This design comes from an exercise in tuning for small area, a short achievable clock period and few clock cycles per item on the open sky130 flow, not from production work. No functional check of the RTL was part of this run. Power and IR drop assume default switching activity.

==> design/flow/design.v <==
module booth_multiplier(
    input         clk,
    input         reset_n,
    input         op_start,
    input         op_clear,
    input  [31:0] multiplier,
    input  [31:0] multiplicand,
    output        op_done,
    output [63:0] result
);
  reg busy, done;
  reg [2:0] cnt;
  wire last = (cnt == 4);
  reg  [31:0] m_q;             
  reg  [31:0] lo_q;            
  reg  [31:0] s_q, c_q;       
  reg         bq;              
  reg         cy_q;            
  assign op_done = done;
  assign result  = {s_q[31:0], lo_q};
  wire [3:0] ng;
  wire [32:0] e0;
  wire one0 = lo_q[0] ^ bq;
  wire two0 = (lo_q[1] & ~lo_q[0] & ~bq) | (~lo_q[1] & lo_q[0] & bq);
  assign ng[0] = lo_q[1];
  wire [32:0] mg0 = ({33{one0}} & {m_q[31], m_q}) | ({33{two0}} & {m_q, 1'b0});
  wire [32:0] pp0 = mg0 ^ {33{ng[0]}};
  assign e0 = {~pp0[32], pp0[31:0]};
  wire [32:0] e1;
  wire one1 = lo_q[2] ^ lo_q[1];
  wire two1 = (lo_q[3] & ~lo_q[2] & ~lo_q[1]) | (~lo_q[3] & lo_q[2] & lo_q[1]);
  assign ng[1] = lo_q[3];
  wire [32:0] mg1 = ({33{one1}} & {m_q[31], m_q}) | ({33{two1}} & {m_q, 1'b0});
  wire [32:0] pp1 = mg1 ^ {33{ng[1]}};
  assign e1 = {~pp1[32], pp1[31:0]};
  wire [32:0] e2;
  wire one2 = lo_q[4] ^ lo_q[3];
  wire two2 = (lo_q[5] & ~lo_q[4] & ~lo_q[3]) | (~lo_q[5] & lo_q[4] & lo_q[3]);
  assign ng[2] = lo_q[5];
  wire [32:0] mg2 = ({33{one2}} & {m_q[31], m_q}) | ({33{two2}} & {m_q, 1'b0});
  wire [32:0] pp2 = mg2 ^ {33{ng[2]}};
  assign e2 = {~pp2[32], pp2[31:0]};
  wire [32:0] e3;
  wire one3 = lo_q[6] ^ lo_q[5];
  wire two3 = (lo_q[7] & ~lo_q[6] & ~lo_q[5]) | (~lo_q[7] & lo_q[6] & lo_q[5]);
  assign ng[3] = lo_q[7];
  wire [32:0] mg3 = ({33{one3}} & {m_q[31], m_q}) | ({33{two3}} & {m_q, 1'b0});
  wire [32:0] pp3 = mg3 ^ {33{ng[3]}};
  assign e3 = {~pp3[32], pp3[31:0]};
  wire fs1;
  wire fc2;
  wire fs3;
  wire fc4;
  wire fs5;
  wire fc6;
  wire fs7;
  wire fc8;
  wire fs9;
  wire fc10;
  wire fs11;
  wire fc12;
  wire fs13;
  wire fc14;
  wire fs15;
  wire fc16;
  wire fs17;
  wire fc18;
  wire fs19;
  wire fc20;
  wire fs21;
  wire fc22;
  wire fs23;
  wire fc24;
  wire fs25;
  wire fc26;
  wire fs27;
  wire fc28;
  wire fs29;
  wire fc30;
  wire fs31;
  wire fc32;
  wire fs33;
  wire fc34;
  wire fs35;
  wire fc36;
  wire fs37;
  wire fc38;
  wire fs39;
  wire fc40;
  wire fs41;
  wire fc42;
  wire fs43;
  wire fc44;
  wire fs45;
  wire fc46;
  wire fs47;
  wire fc48;
  wire fs49;
  wire fc50;
  wire fs51;
  wire fc52;
  wire fs53;
  wire fc54;
  wire fs55;
  wire fc56;
  wire fs57;
  wire fc58;
  wire fs59;
  wire fc60;
  wire fs61;
  wire fc62;
  wire fs63;
  wire fc64;
  wire fs65;
  wire fc66;
  wire fs67;
  wire fc68;
  wire fs69;
  wire fc70;
  wire fs71;
  wire fc72;
  wire fs73;
  wire fc74;
  wire fs75;
  wire fc76;
  wire fs77;
  wire fc78;
  wire fs79;
  wire fc80;
  wire fs81;
  wire fc82;
  wire fs83;
  wire fc84;
  wire fs85;
  wire fc86;
  wire fs87;
  wire fc88;
  wire fs89;
  wire fc90;
  wire fs91;
  wire fc92;
  wire fs93;
  wire fc94;
  wire fs95;
  wire fc96;
  wire fs97;
  wire fc98;
  wire fs99;
  wire fc100;
  wire fs101;
  wire fc102;
  wire fs103;
  wire fc104;
  wire fs105;
  wire fc106;
  wire fs107;
  wire fc108;
  wire fs109;
  wire fc110;
  wire fs111;
  wire fc112;
  wire fs113;
  wire fc114;
  wire fs115;
  wire fc116;
  wire fs117;
  wire fc118;
  wire fs119;
  wire fc120;
  wire fs121;
  wire fc122;
  wire fs123;
  wire fc124;
  wire fs125;
  wire fc126;
  wire fs127;
  wire fc128;
  wire fs129;
  wire fc130;
  wire fs131;
  wire fc132;
  wire fs133;
  wire fc134;
  wire fs135;
  wire fc136;
  wire fs137;
  wire fc138;
  wire fs139;
  wire fc140;
  wire fs141;
  wire fc142;
  wire fs143;
  wire fc144;
  wire fs145;
  wire fc146;
  wire fs147;
  wire fc148;
  wire fs149;
  wire fc150;
  wire fs151;
  wire fc152;
  wire fs153;
  wire fc154;
  wire fs155;
  wire fc156;
  wire fs157;
  wire fc158;
  wire fs159;
  wire fc160;
  wire fs161;
  wire fc162;
  wire fs163;
  wire fc164;
  wire fs165;
  wire fc166;
  wire fs167;
  wire fc168;
  wire fs169;
  wire fc170;
  wire fs171;
  wire fc172;
  wire fs173;
  wire fc174;
  wire fs175;
  wire fc176;
  wire fs177;
  wire fc178;
  wire fs179;
  wire fc180;
  wire fs181;
  wire fc182;
  wire fs183;
  wire fc184;
  wire fs185;
  wire fc186;
  wire fs187;
  wire fc188;
  wire fs189;
  wire fc190;
  wire fs191;
  wire fc192;
  wire fs193;
  wire fc194;
  wire fs195;
  wire fc196;
  wire fs197;
  wire fc198;
  wire fs199;
  wire fc200;
  wire fs201;
  wire fc202;
  wire fs203;
  wire fc204;
  wire fs205;
  wire fc206;
  wire fs207;
  wire fc208;
  wire fs209;
  wire fc210;
  wire fs211;
  wire fc212;
  wire fs213;
  wire fc214;
  wire fs215;
  wire fc216;
  wire fs217;
  wire fc218;
  wire fs219;
  wire fc220;
  wire fs221;
  wire fc222;
  wire fs223;
  wire fc224;
  wire fs225;
  wire fc226;
  wire fs227;
  wire fc228;
  wire fs229;
  wire fc230;
  wire fs231;
  wire fc232;
  wire fs233;
  wire fc234;
  wire fs235;
  wire fc236;
  wire fs237;
  wire fc238;
  wire fs239;
  wire fc240;
  wire fs241;
  wire fc242;
  wire fs243;
  wire fc244;
  wire fs245;
  wire fc246;
  wire fs247;
  wire fc248;
  wire fs249;
  wire fc250;
  wire fs251;
  wire fc252;
  wire fs253;
  wire fc254;
  wire fs255;
  wire fc256;
  wire fs257;
  wire fc258;
  wire fs259;
  wire fc260;
  wire fs261;
  wire fc262;
  wire fs263;
  wire fc264;
  wire fs265;
  wire fc266;
  wire fs267;
  wire fc268;
  wire fs269;
  wire fc270;
  wire fs271;
  wire fc272;
  wire fs273;
  wire fc274;
  wire fs275;
  wire fc276;
  wire fs277;
  wire fc278;
  wire fs279;
  wire fc280;
  wire fs281;
  wire fc282;
  wire fs283;
  wire fc284;
  wire fs285;
  wire fc286;
  wire fs287;
  wire fc288;
  wire fs289;
  wire fc290;
  wire fs291;
  wire fc292;
  wire fs293;
  wire fc294;
  wire fs295;
  wire fc296;
  wire fs297;
  wire fc298;
  wire fs299;
  wire fc300;
  wire fs301;
  wire fc302;
  wire fs303;
  wire fc304;
  wire fs305;
  wire fc306;
  wire fs307;
  wire fc308;
  wire fs309;
  wire fc310;
  wire fs311;
  wire fc312;
  wire fs313;
  wire fc314;
  wire fs315;
  wire fc316;
  wire fs317;
  wire fc318;
  assign fs1 = c_q[0] ^ cy_q ^ s_q[0];
  assign fc2 = (c_q[0] & cy_q) | (s_q[0] & (c_q[0] ^ cy_q));
  assign fs3 = ng[0] ^ fs1 ^ e0[0];
  assign fc4 = (ng[0] & fs1) | (e0[0] & (ng[0] ^ fs1));
  assign fs5 = c_q[1] ^ s_q[1] ^ fc2;
  assign fc6 = (c_q[1] & s_q[1]) | (fc2 & (c_q[1] ^ s_q[1]));
  assign fs7 = e0[1] ^ fs5 ^ fc4;
  assign fc8 = (e0[1] & fs5) | (fc4 & (e0[1] ^ fs5));
  assign fs9 = c_q[2] ^ s_q[2] ^ ng[1];
  assign fc10 = (c_q[2] & s_q[2]) | (ng[1] & (c_q[2] ^ s_q[2]));
  assign fs11 = e0[2] ^ e1[0] ^ fs9;
  assign fc12 = (e0[2] & e1[0]) | (fs9 & (e0[2] ^ e1[0]));
  assign fs13 = fc6 ^ fs11 ^ fc8;
  assign fc14 = (fc6 & fs11) | (fc8 & (fc6 ^ fs11));
  assign fs15 = c_q[3] ^ s_q[3] ^ e0[3];
  assign fc16 = (c_q[3] & s_q[3]) | (e0[3] & (c_q[3] ^ s_q[3]));
  assign fs17 = e1[1] ^ fc10 ^ fs15;
  assign fc18 = (e1[1] & fc10) | (fs15 & (e1[1] ^ fc10));
  assign fs19 = fc12 ^ fs17 ^ fc14;
  assign fc20 = (fc12 & fs17) | (fc14 & (fc12 ^ fs17));
  assign fs21 = c_q[4] ^ s_q[4] ^ ng[2];
  assign fc22 = (c_q[4] & s_q[4]) | (ng[2] & (c_q[4] ^ s_q[4]));
  assign fs23 = e0[4] ^ e1[2] ^ e2[0];
  assign fc24 = (e0[4] & e1[2]) | (e2[0] & (e0[4] ^ e1[2]));
  assign fs25 = fs21 ^ fc16 ^ fs23;
  assign fc26 = (fs21 & fc16) | (fs23 & (fs21 ^ fc16));
  assign fs27 = fc18 ^ fs25 ^ fc20;
  assign fc28 = (fc18 & fs25) | (fc20 & (fc18 ^ fs25));
  assign fs29 = c_q[5] ^ s_q[5] ^ e0[5];
  assign fc30 = (c_q[5] & s_q[5]) | (e0[5] & (c_q[5] ^ s_q[5]));
  assign fs31 = e1[3] ^ e2[1] ^ fc22;
  assign fc32 = (e1[3] & e2[1]) | (fc22 & (e1[3] ^ e2[1]));
  assign fs33 = fc24 ^ fs29 ^ fs31;
  assign fc34 = (fc24 & fs29) | (fs31 & (fc24 ^ fs29));
  assign fs35 = fc26 ^ fs33 ^ fc28;
  assign fc36 = (fc26 & fs33) | (fc28 & (fc26 ^ fs33));
  assign fs37 = c_q[6] ^ s_q[6] ^ ng[3];
  assign fc38 = (c_q[6] & s_q[6]) | (ng[3] & (c_q[6] ^ s_q[6]));
  assign fs39 = e0[6] ^ e1[4] ^ e2[2];
  assign fc40 = (e0[6] & e1[4]) | (e2[2] & (e0[6] ^ e1[4]));
  assign fs41 = e3[0] ^ fs37 ^ fc30;
  assign fc42 = (e3[0] & fs37) | (fc30 & (e3[0] ^ fs37));
  assign fs43 = fs39 ^ fc32 ^ fs41;
  assign fc44 = (fs39 & fc32) | (fs41 & (fs39 ^ fc32));
  assign fs45 = fc34 ^ fs43 ^ fc36;
  assign fc46 = (fc34 & fs43) | (fc36 & (fc34 ^ fs43));
  assign fs47 = c_q[7] ^ s_q[7] ^ e0[7];
  assign fc48 = (c_q[7] & s_q[7]) | (e0[7] & (c_q[7] ^ s_q[7]));
  assign fs49 = e1[5] ^ e2[3] ^ e3[1];
  assign fc50 = (e1[5] & e2[3]) | (e3[1] & (e1[5] ^ e2[3]));
  assign fs51 = fc38 ^ fc40 ^ fs47;
  assign fc52 = (fc38 & fc40) | (fs47 & (fc38 ^ fc40));
  assign fs53 = fs49 ^ fc42 ^ fs51;
  assign fc54 = (fs49 & fc42) | (fs51 & (fs49 ^ fc42));
  assign fs55 = fc44 ^ fs53 ^ fc46;
  assign fc56 = (fc44 & fs53) | (fc46 & (fc44 ^ fs53));
  assign fs57 = c_q[8] ^ s_q[8] ^ e0[8];
  assign fc58 = (c_q[8] & s_q[8]) | (e0[8] & (c_q[8] ^ s_q[8]));
  assign fs59 = e1[6] ^ e2[4] ^ e3[2];
  assign fc60 = (e1[6] & e2[4]) | (e3[2] & (e1[6] ^ e2[4]));
  assign fs61 = fc48 ^ fc50 ^ fs57;
  assign fc62 = (fc48 & fc50) | (fs57 & (fc48 ^ fc50));
  assign fs63 = fs59 ^ fc52 ^ fs61;
  assign fc64 = (fs59 & fc52) | (fs61 & (fs59 ^ fc52));
  assign fs65 = fc54 ^ fs63 ^ fc56;
  assign fc66 = (fc54 & fs63) | (fc56 & (fc54 ^ fs63));
  assign fs67 = c_q[9] ^ s_q[9] ^ e0[9];
  assign fc68 = (c_q[9] & s_q[9]) | (e0[9] & (c_q[9] ^ s_q[9]));
  assign fs69 = e1[7] ^ e2[5] ^ e3[3];
  assign fc70 = (e1[7] & e2[5]) | (e3[3] & (e1[7] ^ e2[5]));
  assign fs71 = fc58 ^ fc60 ^ fs67;
  assign fc72 = (fc58 & fc60) | (fs67 & (fc58 ^ fc60));
  assign fs73 = fs69 ^ fc62 ^ fs71;
  assign fc74 = (fs69 & fc62) | (fs71 & (fs69 ^ fc62));
  assign fs75 = fc64 ^ fs73 ^ fc66;
  assign fc76 = (fc64 & fs73) | (fc66 & (fc64 ^ fs73));
  assign fs77 = c_q[10] ^ s_q[10] ^ e0[10];
  assign fc78 = (c_q[10] & s_q[10]) | (e0[10] & (c_q[10] ^ s_q[10]));
  assign fs79 = e1[8] ^ e2[6] ^ e3[4];
  assign fc80 = (e1[8] & e2[6]) | (e3[4] & (e1[8] ^ e2[6]));
  assign fs81 = fc68 ^ fc70 ^ fs77;
  assign fc82 = (fc68 & fc70) | (fs77 & (fc68 ^ fc70));
  assign fs83 = fs79 ^ fc72 ^ fs81;
  assign fc84 = (fs79 & fc72) | (fs81 & (fs79 ^ fc72));
  assign fs85 = fc74 ^ fs83 ^ fc76;
  assign fc86 = (fc74 & fs83) | (fc76 & (fc74 ^ fs83));
  assign fs87 = c_q[11] ^ s_q[11] ^ e0[11];
  assign fc88 = (c_q[11] & s_q[11]) | (e0[11] & (c_q[11] ^ s_q[11]));
  assign fs89 = e1[9] ^ e2[7] ^ e3[5];
  assign fc90 = (e1[9] & e2[7]) | (e3[5] & (e1[9] ^ e2[7]));
  assign fs91 = fc78 ^ fc80 ^ fs87;
  assign fc92 = (fc78 & fc80) | (fs87 & (fc78 ^ fc80));
  assign fs93 = fs89 ^ fc82 ^ fs91;
  assign fc94 = (fs89 & fc82) | (fs91 & (fs89 ^ fc82));
  assign fs95 = fc84 ^ fs93 ^ fc86;
  assign fc96 = (fc84 & fs93) | (fc86 & (fc84 ^ fs93));
  assign fs97 = c_q[12] ^ s_q[12] ^ e0[12];
  assign fc98 = (c_q[12] & s_q[12]) | (e0[12] & (c_q[12] ^ s_q[12]));
  assign fs99 = e1[10] ^ e2[8] ^ e3[6];
  assign fc100 = (e1[10] & e2[8]) | (e3[6] & (e1[10] ^ e2[8]));
  assign fs101 = fc88 ^ fc90 ^ fs97;
  assign fc102 = (fc88 & fc90) | (fs97 & (fc88 ^ fc90));
  assign fs103 = fs99 ^ fc92 ^ fs101;
  assign fc104 = (fs99 & fc92) | (fs101 & (fs99 ^ fc92));
  assign fs105 = fc94 ^ fs103 ^ fc96;
  assign fc106 = (fc94 & fs103) | (fc96 & (fc94 ^ fs103));
  assign fs107 = c_q[13] ^ s_q[13] ^ e0[13];
  assign fc108 = (c_q[13] & s_q[13]) | (e0[13] & (c_q[13] ^ s_q[13]));
  assign fs109 = e1[11] ^ e2[9] ^ e3[7];
  assign fc110 = (e1[11] & e2[9]) | (e3[7] & (e1[11] ^ e2[9]));
  assign fs111 = fc100 ^ fc98 ^ fs107;
  assign fc112 = (fc100 & fc98) | (fs107 & (fc100 ^ fc98));
  assign fs113 = fs109 ^ fc102 ^ fs111;
  assign fc114 = (fs109 & fc102) | (fs111 & (fs109 ^ fc102));
  assign fs115 = fc104 ^ fs113 ^ fc106;
  assign fc116 = (fc104 & fs113) | (fc106 & (fc104 ^ fs113));
  assign fs117 = c_q[14] ^ s_q[14] ^ e0[14];
  assign fc118 = (c_q[14] & s_q[14]) | (e0[14] & (c_q[14] ^ s_q[14]));
  assign fs119 = e1[12] ^ e2[10] ^ e3[8];
  assign fc120 = (e1[12] & e2[10]) | (e3[8] & (e1[12] ^ e2[10]));
  assign fs121 = fc108 ^ fc110 ^ fs117;
  assign fc122 = (fc108 & fc110) | (fs117 & (fc108 ^ fc110));
  assign fs123 = fs119 ^ fc112 ^ fs121;
  assign fc124 = (fs119 & fc112) | (fs121 & (fs119 ^ fc112));
  assign fs125 = fc114 ^ fs123 ^ fc116;
  assign fc126 = (fc114 & fs123) | (fc116 & (fc114 ^ fs123));
  assign fs127 = c_q[15] ^ s_q[15] ^ e0[15];
  assign fc128 = (c_q[15] & s_q[15]) | (e0[15] & (c_q[15] ^ s_q[15]));
  assign fs129 = e1[13] ^ e2[11] ^ e3[9];
  assign fc130 = (e1[13] & e2[11]) | (e3[9] & (e1[13] ^ e2[11]));
  assign fs131 = fc118 ^ fc120 ^ fs127;
  assign fc132 = (fc118 & fc120) | (fs127 & (fc118 ^ fc120));
  assign fs133 = fs129 ^ fc122 ^ fs131;
  assign fc134 = (fs129 & fc122) | (fs131 & (fs129 ^ fc122));
  assign fs135 = fc124 ^ fs133 ^ fc126;
  assign fc136 = (fc124 & fs133) | (fc126 & (fc124 ^ fs133));
  assign fs137 = c_q[16] ^ s_q[16] ^ e0[16];
  assign fc138 = (c_q[16] & s_q[16]) | (e0[16] & (c_q[16] ^ s_q[16]));
  assign fs139 = e1[14] ^ e2[12] ^ e3[10];
  assign fc140 = (e1[14] & e2[12]) | (e3[10] & (e1[14] ^ e2[12]));
  assign fs141 = fc128 ^ fc130 ^ fs137;
  assign fc142 = (fc128 & fc130) | (fs137 & (fc128 ^ fc130));
  assign fs143 = fs139 ^ fc132 ^ fs141;
  assign fc144 = (fs139 & fc132) | (fs141 & (fs139 ^ fc132));
  assign fs145 = fc134 ^ fs143 ^ fc136;
  assign fc146 = (fc134 & fs143) | (fc136 & (fc134 ^ fs143));
  assign fs147 = c_q[17] ^ s_q[17] ^ e0[17];
  assign fc148 = (c_q[17] & s_q[17]) | (e0[17] & (c_q[17] ^ s_q[17]));
  assign fs149 = e1[15] ^ e2[13] ^ e3[11];
  assign fc150 = (e1[15] & e2[13]) | (e3[11] & (e1[15] ^ e2[13]));
  assign fs151 = fc138 ^ fc140 ^ fs147;
  assign fc152 = (fc138 & fc140) | (fs147 & (fc138 ^ fc140));
  assign fs153 = fs149 ^ fc142 ^ fs151;
  assign fc154 = (fs149 & fc142) | (fs151 & (fs149 ^ fc142));
  assign fs155 = fc144 ^ fs153 ^ fc146;
  assign fc156 = (fc144 & fs153) | (fc146 & (fc144 ^ fs153));
  assign fs157 = c_q[18] ^ s_q[18] ^ e0[18];
  assign fc158 = (c_q[18] & s_q[18]) | (e0[18] & (c_q[18] ^ s_q[18]));
  assign fs159 = e1[16] ^ e2[14] ^ e3[12];
  assign fc160 = (e1[16] & e2[14]) | (e3[12] & (e1[16] ^ e2[14]));
  assign fs161 = fc148 ^ fc150 ^ fs157;
  assign fc162 = (fc148 & fc150) | (fs157 & (fc148 ^ fc150));
  assign fs163 = fs159 ^ fc152 ^ fs161;
  assign fc164 = (fs159 & fc152) | (fs161 & (fs159 ^ fc152));
  assign fs165 = fc154 ^ fs163 ^ fc156;
  assign fc166 = (fc154 & fs163) | (fc156 & (fc154 ^ fs163));
  assign fs167 = c_q[19] ^ s_q[19] ^ e0[19];
  assign fc168 = (c_q[19] & s_q[19]) | (e0[19] & (c_q[19] ^ s_q[19]));
  assign fs169 = e1[17] ^ e2[15] ^ e3[13];
  assign fc170 = (e1[17] & e2[15]) | (e3[13] & (e1[17] ^ e2[15]));
  assign fs171 = fc158 ^ fc160 ^ fs167;
  assign fc172 = (fc158 & fc160) | (fs167 & (fc158 ^ fc160));
  assign fs173 = fs169 ^ fc162 ^ fs171;
  assign fc174 = (fs169 & fc162) | (fs171 & (fs169 ^ fc162));
  assign fs175 = fc164 ^ fs173 ^ fc166;
  assign fc176 = (fc164 & fs173) | (fc166 & (fc164 ^ fs173));
  assign fs177 = c_q[20] ^ s_q[20] ^ e0[20];
  assign fc178 = (c_q[20] & s_q[20]) | (e0[20] & (c_q[20] ^ s_q[20]));
  assign fs179 = e1[18] ^ e2[16] ^ e3[14];
  assign fc180 = (e1[18] & e2[16]) | (e3[14] & (e1[18] ^ e2[16]));
  assign fs181 = fc168 ^ fc170 ^ fs177;
  assign fc182 = (fc168 & fc170) | (fs177 & (fc168 ^ fc170));
  assign fs183 = fs179 ^ fc172 ^ fs181;
  assign fc184 = (fs179 & fc172) | (fs181 & (fs179 ^ fc172));
  assign fs185 = fc174 ^ fs183 ^ fc176;
  assign fc186 = (fc174 & fs183) | (fc176 & (fc174 ^ fs183));
  assign fs187 = c_q[21] ^ s_q[21] ^ e0[21];
  assign fc188 = (c_q[21] & s_q[21]) | (e0[21] & (c_q[21] ^ s_q[21]));
  assign fs189 = e1[19] ^ e2[17] ^ e3[15];
  assign fc190 = (e1[19] & e2[17]) | (e3[15] & (e1[19] ^ e2[17]));
  assign fs191 = fc178 ^ fc180 ^ fs187;
  assign fc192 = (fc178 & fc180) | (fs187 & (fc178 ^ fc180));
  assign fs193 = fs189 ^ fc182 ^ fs191;
  assign fc194 = (fs189 & fc182) | (fs191 & (fs189 ^ fc182));
  assign fs195 = fc184 ^ fs193 ^ fc186;
  assign fc196 = (fc184 & fs193) | (fc186 & (fc184 ^ fs193));
  assign fs197 = c_q[22] ^ s_q[22] ^ e0[22];
  assign fc198 = (c_q[22] & s_q[22]) | (e0[22] & (c_q[22] ^ s_q[22]));
  assign fs199 = e1[20] ^ e2[18] ^ e3[16];
  assign fc200 = (e1[20] & e2[18]) | (e3[16] & (e1[20] ^ e2[18]));
  assign fs201 = fc188 ^ fc190 ^ fs197;
  assign fc202 = (fc188 & fc190) | (fs197 & (fc188 ^ fc190));
  assign fs203 = fs199 ^ fc192 ^ fs201;
  assign fc204 = (fs199 & fc192) | (fs201 & (fs199 ^ fc192));
  assign fs205 = fc194 ^ fs203 ^ fc196;
  assign fc206 = (fc194 & fs203) | (fc196 & (fc194 ^ fs203));
  assign fs207 = c_q[23] ^ s_q[23] ^ e0[23];
  assign fc208 = (c_q[23] & s_q[23]) | (e0[23] & (c_q[23] ^ s_q[23]));
  assign fs209 = e1[21] ^ e2[19] ^ e3[17];
  assign fc210 = (e1[21] & e2[19]) | (e3[17] & (e1[21] ^ e2[19]));
  assign fs211 = fc198 ^ fc200 ^ fs207;
  assign fc212 = (fc198 & fc200) | (fs207 & (fc198 ^ fc200));
  assign fs213 = fs209 ^ fc202 ^ fs211;
  assign fc214 = (fs209 & fc202) | (fs211 & (fs209 ^ fc202));
  assign fs215 = fc204 ^ fs213 ^ fc206;
  assign fc216 = (fc204 & fs213) | (fc206 & (fc204 ^ fs213));
  assign fs217 = c_q[24] ^ s_q[24] ^ e0[24];
  assign fc218 = (c_q[24] & s_q[24]) | (e0[24] & (c_q[24] ^ s_q[24]));
  assign fs219 = e1[22] ^ e2[20] ^ e3[18];
  assign fc220 = (e1[22] & e2[20]) | (e3[18] & (e1[22] ^ e2[20]));
  assign fs221 = fc208 ^ fc210 ^ fs217;
  assign fc222 = (fc208 & fc210) | (fs217 & (fc208 ^ fc210));
  assign fs223 = fs219 ^ fc212 ^ fs221;
  assign fc224 = (fs219 & fc212) | (fs221 & (fs219 ^ fc212));
  assign fs225 = fc214 ^ fs223 ^ fc216;
  assign fc226 = (fc214 & fs223) | (fc216 & (fc214 ^ fs223));
  assign fs227 = c_q[25] ^ s_q[25] ^ e0[25];
  assign fc228 = (c_q[25] & s_q[25]) | (e0[25] & (c_q[25] ^ s_q[25]));
  assign fs229 = e1[23] ^ e2[21] ^ e3[19];
  assign fc230 = (e1[23] & e2[21]) | (e3[19] & (e1[23] ^ e2[21]));
  assign fs231 = fc218 ^ fc220 ^ fs227;
  assign fc232 = (fc218 & fc220) | (fs227 & (fc218 ^ fc220));
  assign fs233 = fs229 ^ fc222 ^ fs231;
  assign fc234 = (fs229 & fc222) | (fs231 & (fs229 ^ fc222));
  assign fs235 = fc224 ^ fs233 ^ fc226;
  assign fc236 = (fc224 & fs233) | (fc226 & (fc224 ^ fs233));
  assign fs237 = c_q[26] ^ s_q[26] ^ e0[26];
  assign fc238 = (c_q[26] & s_q[26]) | (e0[26] & (c_q[26] ^ s_q[26]));
  assign fs239 = e1[24] ^ e2[22] ^ e3[20];
  assign fc240 = (e1[24] & e2[22]) | (e3[20] & (e1[24] ^ e2[22]));
  assign fs241 = fc228 ^ fc230 ^ fs237;
  assign fc242 = (fc228 & fc230) | (fs237 & (fc228 ^ fc230));
  assign fs243 = fs239 ^ fc232 ^ fs241;
  assign fc244 = (fs239 & fc232) | (fs241 & (fs239 ^ fc232));
  assign fs245 = fc234 ^ fs243 ^ fc236;
  assign fc246 = (fc234 & fs243) | (fc236 & (fc234 ^ fs243));
  assign fs247 = c_q[27] ^ s_q[27] ^ e0[27];
  assign fc248 = (c_q[27] & s_q[27]) | (e0[27] & (c_q[27] ^ s_q[27]));
  assign fs249 = e1[25] ^ e2[23] ^ e3[21];
  assign fc250 = (e1[25] & e2[23]) | (e3[21] & (e1[25] ^ e2[23]));
  assign fs251 = fc238 ^ fc240 ^ fs247;
  assign fc252 = (fc238 & fc240) | (fs247 & (fc238 ^ fc240));
  assign fs253 = fs249 ^ fc242 ^ fs251;
  assign fc254 = (fs249 & fc242) | (fs251 & (fs249 ^ fc242));
  assign fs255 = fc244 ^ fs253 ^ fc246;
  assign fc256 = (fc244 & fs253) | (fc246 & (fc244 ^ fs253));
  assign fs257 = c_q[28] ^ s_q[28] ^ e0[28];
  assign fc258 = (c_q[28] & s_q[28]) | (e0[28] & (c_q[28] ^ s_q[28]));
  assign fs259 = e1[26] ^ e2[24] ^ e3[22];
  assign fc260 = (e1[26] & e2[24]) | (e3[22] & (e1[26] ^ e2[24]));
  assign fs261 = fc248 ^ fc250 ^ fs257;
  assign fc262 = (fc248 & fc250) | (fs257 & (fc248 ^ fc250));
  assign fs263 = fs259 ^ fc252 ^ fs261;
  assign fc264 = (fs259 & fc252) | (fs261 & (fs259 ^ fc252));
  assign fs265 = fc254 ^ fs263 ^ fc256;
  assign fc266 = (fc254 & fs263) | (fc256 & (fc254 ^ fs263));
  assign fs267 = c_q[29] ^ s_q[29] ^ e0[29];
  assign fc268 = (c_q[29] & s_q[29]) | (e0[29] & (c_q[29] ^ s_q[29]));
  assign fs269 = e1[27] ^ e2[25] ^ e3[23];
  assign fc270 = (e1[27] & e2[25]) | (e3[23] & (e1[27] ^ e2[25]));
  assign fs271 = fc258 ^ fc260 ^ fs267;
  assign fc272 = (fc258 & fc260) | (fs267 & (fc258 ^ fc260));
  assign fs273 = fs269 ^ fc262 ^ fs271;
  assign fc274 = (fs269 & fc262) | (fs271 & (fs269 ^ fc262));
  assign fs275 = fc264 ^ fs273 ^ fc266;
  assign fc276 = (fc264 & fs273) | (fc266 & (fc264 ^ fs273));
  assign fs277 = c_q[30] ^ s_q[30] ^ e0[30];
  assign fc278 = (c_q[30] & s_q[30]) | (e0[30] & (c_q[30] ^ s_q[30]));
  assign fs279 = e1[28] ^ e2[26] ^ e3[24];
  assign fc280 = (e1[28] & e2[26]) | (e3[24] & (e1[28] ^ e2[26]));
  assign fs281 = fc268 ^ fc270 ^ fs277;
  assign fc282 = (fc268 & fc270) | (fs277 & (fc268 ^ fc270));
  assign fs283 = fs279 ^ fc272 ^ fs281;
  assign fc284 = (fs279 & fc272) | (fs281 & (fs279 ^ fc272));
  assign fs285 = fc274 ^ fs283 ^ fc276;
  assign fc286 = (fc274 & fs283) | (fc276 & (fc274 ^ fs283));
  assign fs287 = c_q[31] ^ s_q[31] ^ e0[31];
  assign fc288 = (c_q[31] & s_q[31]) | (e0[31] & (c_q[31] ^ s_q[31]));
  assign fs289 = e1[29] ^ e2[27] ^ e3[25];
  assign fc290 = (e1[29] & e2[27]) | (e3[25] & (e1[29] ^ e2[27]));
  assign fs291 = fc278 ^ fc280 ^ fs287;
  assign fc292 = (fc278 & fc280) | (fs287 & (fc278 ^ fc280));
  assign fs293 = fs289 ^ fc282 ^ fs291;
  assign fc294 = (fs289 & fc282) | (fs291 & (fs289 ^ fc282));
  assign fs295 = fc284 ^ fs293 ^ fc286;
  assign fc296 = (fc284 & fs293) | (fc286 & (fc284 ^ fs293));
  assign fs297 = e0[32] ^ e1[30] ^ e2[28];
  assign fc298 = (e0[32] & e1[30]) | (e2[28] & (e0[32] ^ e1[30]));
  assign fs299 = e3[26] ^ fc288 ^ fc290;
  assign fc300 = (e3[26] & fc288) | (fc290 & (e3[26] ^ fc288));
  assign fs301 = fs297 ^ fs299 ^ fc292;
  assign fc302 = (fs297 & fs299) | (fc292 & (fs297 ^ fs299));
  assign fs303 = fc294 ^ fs301 ^ fc296;
  assign fc304 = (fc294 & fs301) | (fc296 & (fc294 ^ fs301));
  assign fs305 = e1[31] ^ e2[29] ^ e3[27];
  assign fc306 = (e1[31] & e2[29]) | (e3[27] & (e1[31] ^ e2[29]));
  assign fs307 = fc298 ^ fs305 ^ fc300;
  assign fc308 = (fc298 & fs305) | (fc300 & (fc298 ^ fs305));
  assign fs309 = fc302 ^ fs307 ^ fc304;
  assign fc310 = (fc302 & fs307) | (fc304 & (fc302 ^ fs307));
  assign fs311 = e1[32] ^ e2[30] ^ e3[28];
  assign fc312 = (e1[32] & e2[30]) | (e3[28] & (e1[32] ^ e2[30]));
  assign fs313 = fc306 ^ fs311 ^ fc308;
  assign fc314 = (fc306 & fs311) | (fc308 & (fc306 ^ fs311));
  assign fs315 = e2[31] ^ e3[29] ^ fc312;
  assign fc316 = (e2[31] & e3[29]) | (fc312 & (e2[31] ^ e3[29]));
  assign fs317 = e2[32] ^ e3[30] ^ fc316;
  assign fc318 = (e2[32] & e3[30]) | (fc316 & (e2[32] ^ e3[30]));
  wire [39:0] sn = {1'b0, e3[32], e3[31], fs317, fc314, fc310, fs309, fs303, fs295, fs285, fs275, fs265, fs255, fs245, fs235, fs225, fs215, fs205, fs195, fs185, fs175, fs165, fs155, fs145, fs135, fs125, fs115, fs105, fs95, fs85, fs75, fs65, fs55, fs45, fs35, fs27, fs19, fs13, fs7, fs3};
  wire [39:0] cn = {1'b0, 1'b0, fc318, 1'b0, fs315, fs313, 1'b0, 1'b0, 1'b0, 1'b0, 1'b0, 1'b0, 1'b0, 1'b0, 1'b0, 1'b0, 1'b0, 1'b0, 1'b0, 1'b0, 1'b0, 1'b0, 1'b0, 1'b0, 1'b0, 1'b0, 1'b0, 1'b0, 1'b0, 1'b0, 1'b0, 1'b0, 1'b0, 1'b0, 1'b0, 1'b0, 1'b0, 1'b0, 1'b0, 1'b0};
  wire [8:0] lowsum = sn[7:0] + cn[7:0];
  wire [31:0] hi = s_q[31:0] + c_q[31:0] + 32'hAAAAAAAB + {31'b0, cy_q};
  always @(posedge clk or negedge reset_n) begin
    if (!reset_n) begin
      busy <= 1'b0;
      done <= 1'b0;
    end else if (op_clear) begin
      busy <= 1'b0;
      done <= 1'b0;
    end else if (!busy && !done) begin
      busy <= op_start;
    end else if (busy && last) begin
      busy <= 1'b0;
      done <= 1'b1;
    end
  end
  always @(posedge clk) begin
    if (!busy) begin
      cnt <= 0;
    end else begin
      cnt <= cnt + 1'b1;
    end
    if (!busy && !done) begin
      m_q  <= multiplicand;
      lo_q <= multiplier;
      s_q  <= 0;
      c_q  <= 0;
      bq   <= 1'b0;
      cy_q <= 1'b0;
    end else if (busy && !last) begin
      lo_q <= {lowsum[7:0], lo_q[31:8]};
      bq   <= lo_q[7];
      cy_q <= lowsum[8];
      s_q  <= sn[39:8];
      c_q  <= cn[39:8];
    end else if (busy) begin
      s_q  <= hi;
    end
  end
endmodule
==> design/flow/run.sh <==
#!/bin/bash
# synth_recipe.tcl (not shown) runs the flow's synth.tcl, then flattens the netlist and writes it again
# the make line also repeats each setting of config.mk as NAME=value (left out here)
make -C /OpenROAD-flow-scripts/flow DESIGN_CONFIG=/design/flow/config.mk WORK_HOME=/design/flow/orfs CLKGATE_MAP_FILE= SYNTH_SCRIPT=/design/flow/synth_recipe.tcl finish
==> design/flow/config.mk <==
export PLATFORM = sky130hd
export DESIGN_NAME = booth_multiplier
export DESIGN_NICKNAME = booth_multiplier
export VERILOG_FILES = /design/flow/design.v
export SDC_FILE = /design/flow/constraint.sdc
export NUM_CORES = 4
export LEC_CHECK = 0
export CAP_MARGIN = 20
export CORE_MARGIN = 2
export CORE_UTILIZATION = 40
export PLACE_DENSITY = 0.6
export SLEW_MARGIN = 20
==> design/flow/constraint.sdc <==
create_clock -name core_clock -period 5.0 [get_ports {clk}]
set_input_delay 1.0000 -clock core_clock [delete_from_list [all_inputs] [get_ports {clk}]]
set_output_delay 1.0000 -clock core_clock [all_outputs]
set_load 0.01 [all_outputs]
==> run_results.csv <==
group,metric,value,unit
drt,drc_errors,0,
timing,tightest_slew,943,ps
layout,fin_cells,2365,
placed_design,gp_congestion,0.924,
placed_design,numPlacedInstances,2345,
placed_design,portBuffers,132,
synthesis,synth_area_leaders,"fa_1, edfxtp_1, a21oi_1",
pwr,finalPower,11.9,mW
synthesis,netlist_area,0.0137,mm2
worst_hold_path,hold_path.class,"flip-flop to flip-flop",
worst_setup_path,cp_max_fo,5,
synthesis,yosysMostFrequentCell,"a21oi_1",
job,cap_violations,0,
worst_setup_path,worst-endpoint-arrival,13400,ps
cts,clock-sinks,105,
layout,n_antenna_cell,0,
drt,dr.first_iter.drc_count,1455,
global_routing,grt_overflow,0,
worst_setup_path,r2r_end,"s_q[26]",
timing,finalMaxSlewViolations,0,
synthesis,synth_compound_area_share,27.5,%
cts,cts_tree,"built",
die,dieArea,0.0357,mm2
synthesis,ys_ff_latch,105,
die,ios,133,
synthesis,yosys.area_share.simple,13.6,%
pwr,ir_drop,534,uV
drt,dr.pass1.iters,5,
die,die_w,189,um
die,fp.dieH,189,um
drt,drtAntennaViolNets,0,
timing,setup_viol,25,
drt,vias,13300,
worst_setup_path,critPathCaptureType,"flip-flop",
timing,hold_viol,0,
global_routing,track_usage,24.6,%
status,check.faults,"setup timing",
cts,cts_root_buf,"clkbuf_16",
synthesis,seq_area_frac_synth,20.1,%
synthesis,ys.flop_type,"edfxtp_1",
pwr,p_per_area,701,mW/mm2
synthesis,synth_common_cells,"a21oi_1, nand2_1, inv_1, clkbuf_1, nor2_1",
synthesis,synth_cells,1756,
drt,vias_per_cell,5.63,
timing,fin_ws,-8140,ps
worst_setup_path,slowest_delay,550,ps
global_routing,grt_start_max_net_pins,62,
global_routing,grt_pass1_wl,69.5,mm
synthesis,synth_top_family_by_area,"compound AO/OA/AOI/OAI gates",
worst_setup_path,path_common_cell,"fa_2",
timing,fmaxAchievable,0.0761,GHz
layout,area_growth,24.4,%
die,fp-row-count,67,
cts,cts_made_buffers,9,
worst_setup_path,r2r-start,"lo_q[1]",
synthesis,synth-edff-count,64,
drt,wl_per_cell,18.5,um
synthesis,synth_cell_types,62,
worst_hold_path,holdPathEnd,"cnt[0]",
synthesis,avgSynthCellArea,7.79,um2
worst_hold_path,hold_start,"cnt[0]",
placed_design,dpl_worst_slack,-8410,ps
layout,final_core_util,50.6,%
synthesis,yosys_warnings,1,
die,start_util,40.7,%
pwr,leakagePower,7.06,nW
cts,insertion_delay,390,ps
status,status,"complete, but fails checks",
global_routing,grt_antenna_before_repair,0,
synthesis,synthArstFlopShare,1.90,%
synthesis,synth_xor_area_share,1.28,%
placed_design,hpwl,33.5,mm
worst_setup_path,critPathRequiredTime,5260,ps
cts,h-tree-depth,3,
timing,period_share,263,%
synthesis,yosysTopAreaCell,"fa_1",
cts,cts_buffer_depth,2,
timing,slew_headroom,36.9,%
global_routing,grt_pass1_vias,12400,
worst_hold_path,whs_path_depth,1,
synthesis,synth_adder_area_share,26.8,%
cts,clk_transition_reported_paths,90,ps
timing,fin_hold_ws,466,ps
worst_setup_path,start_kind,"flip-flop",
die,core-area,0.0336,mm2
timing,rsz0062_at_grt,"yes",
drt,totalWireLength,43.7,mm
timing,period_needed,13140,ps
synthesis,synth_top_area_share,18.9,%
worst_setup_path,reg2reg_slack,-8140,ps
layout,drive_above_1_share,17.1,%
worst_setup_path,critical_path_class,"flip-flop to flip-flop",
layout,num-nets-final,2171,
timing,fin_skew,21.8,ps
synthesis,muxShareOfSynthArea,0.467,%
synthesis,syn_nets,2015,
worst_setup_path,reg2reg_depth,45,
worst_setup_path,crit_slowest_cell,"fa_1",
registers in the layout (all words and copies together), names as in the netlist:
| name | flops |
|---|---|
| bq | 1 |
| done | 1 |
| s_q | 32 |
| m_q | 32 |
| lo_q | 32 |
| c_q | 3 |
| busy | 1 |
| cnt | 3 |
routing by layer:
| metal | share of wire (%) | global-route usage, % |
|---|---|---|
| met2 | 43 | 36.4 |
| met5 | 0 | 0 |
| met3 | 7.0 | 3.34 |
| met1 | 48 | 37.9 |
| met4 | 1.5 | 5.59 |
placed cells by master, fill, tap and decap left out, drive strengths merged, types with 13 or more instances in the layout:
cell	n
nand2	178
o21ai	102
maj3	31
nor2	152
a21oi	185
dfxtp	39
a22oi	72
ha	62
edfxtp	64
a221oi	34
o22ai	117
o31ai	36
nor3	13
fa	129
buf	208
clkdlybuf4s50	132
nor2b	36
inv	179
nand3	17
worst max path at each step:
stage / start / endpoint / slack [ps] / cells after the start
6_report: lo_q[1] / s_q[26] / -8140 / 45
5_1_grt: lo_q[1] / s_q[26] / -8480 / 45
4_1_cts: lo_q[0] / s_q[26] / -8160 / 47
3_5_place_dp: lo_q[0] / s_q[26] / -8410 / 46
3_3_place_gp: lo_q[0] / s_q[26] / -8250 / 46
2_1_floorplan: lo_q[1] / s_q[25] / -8040 / 46
cells by family (layout without fill, tap and decap cells):
kind of cell             after synthesis  in the layout
AO/OA/AOI/OAI                        604            604
AND/OR/NAND/NOR                      428            428
buffers and inverters                371            532
adder cells (fa/ha/maj)              222            222
flip-flops                           105            105
XOR/XNOR                              20             20
multiplexers                           6              6
where the power goes:
group,leakage [nW],switching (mW),total (mW),internal [mW]
combinational,5.90,5.23,9.86,4.63
clock,0.154,0.393,0.777,0.384
sequential,1.01,0.144,1.28,1.14
total,7.06,5.76,11.9,6.16
layout make-up:
class	instances	area [um2]
clock buffers	10	250
clock inverters	6	62.6
fillers	3203	16600
inverters	176	664
multi-input cells	1280	9810
flip-flops and latches	105	2750
well taps	448	561
repair buffers	340	2910
critical path, delay by kind of cell (launching register included):
| kind | cells | cell delay (ps) |
|---|---|---|
| fa+ha+maj | 31 | 11050 |
| simple gates | 2 | 110 |
| flops | 1 | 510 |
| compound gates | 5 | 820 |
| buf+inv | 7 | 560 |
through the flow:
step / setup TNS (ps) / cell area, um2
after floorplan: -108200 / 13800
after global placement: -112590 / 16400
after detailed placement: -115240 / 16400
after CTS: -107780 / 16900
after global routing: -114020 / 17000
final: -107690 / 17000
repair_timing:
action | 4_1_cts | 5_1_grt
setup buffers | 3 | 1
endpoints found under the setup margin | 25 | 25
resized for setup | 42 | 26
pin swaps | 22 | 13
hold endpoints to repair | 0 | 0
hold buffers | 0 | 0

[afterwards: timing with drivers on the ports]
The results above use ideal ports. As a check the final layout listed here was re-extracted and re-timed, cells and wires unchanged. Step 1 (the two cells are an assumption about what drives the block):
set clk [get_ports {clk}]
set_driving_cell -lib_cell sky130_fd_sc_hd__clkbuf_16 $clk
set_driving_cell -lib_cell sky130_fd_sc_hd__buf_2 [delete_from_list [all_inputs] $clk]
Step 2 also shifts input and output timing later by t, the mid clock arrival at the registers, as if the neighbouring blocks saw the same clock. a / b / c = no drivers / after step 1 / after step 2; a / b = the first two.
t, ns: 0.437
setup slack, ns: -8.141 / -8.141 / -8.141
worst setup path at the end: register to register
The setup slack of this run moves by 0.000 ns with the drivers and by 0.000 ns with both steps.
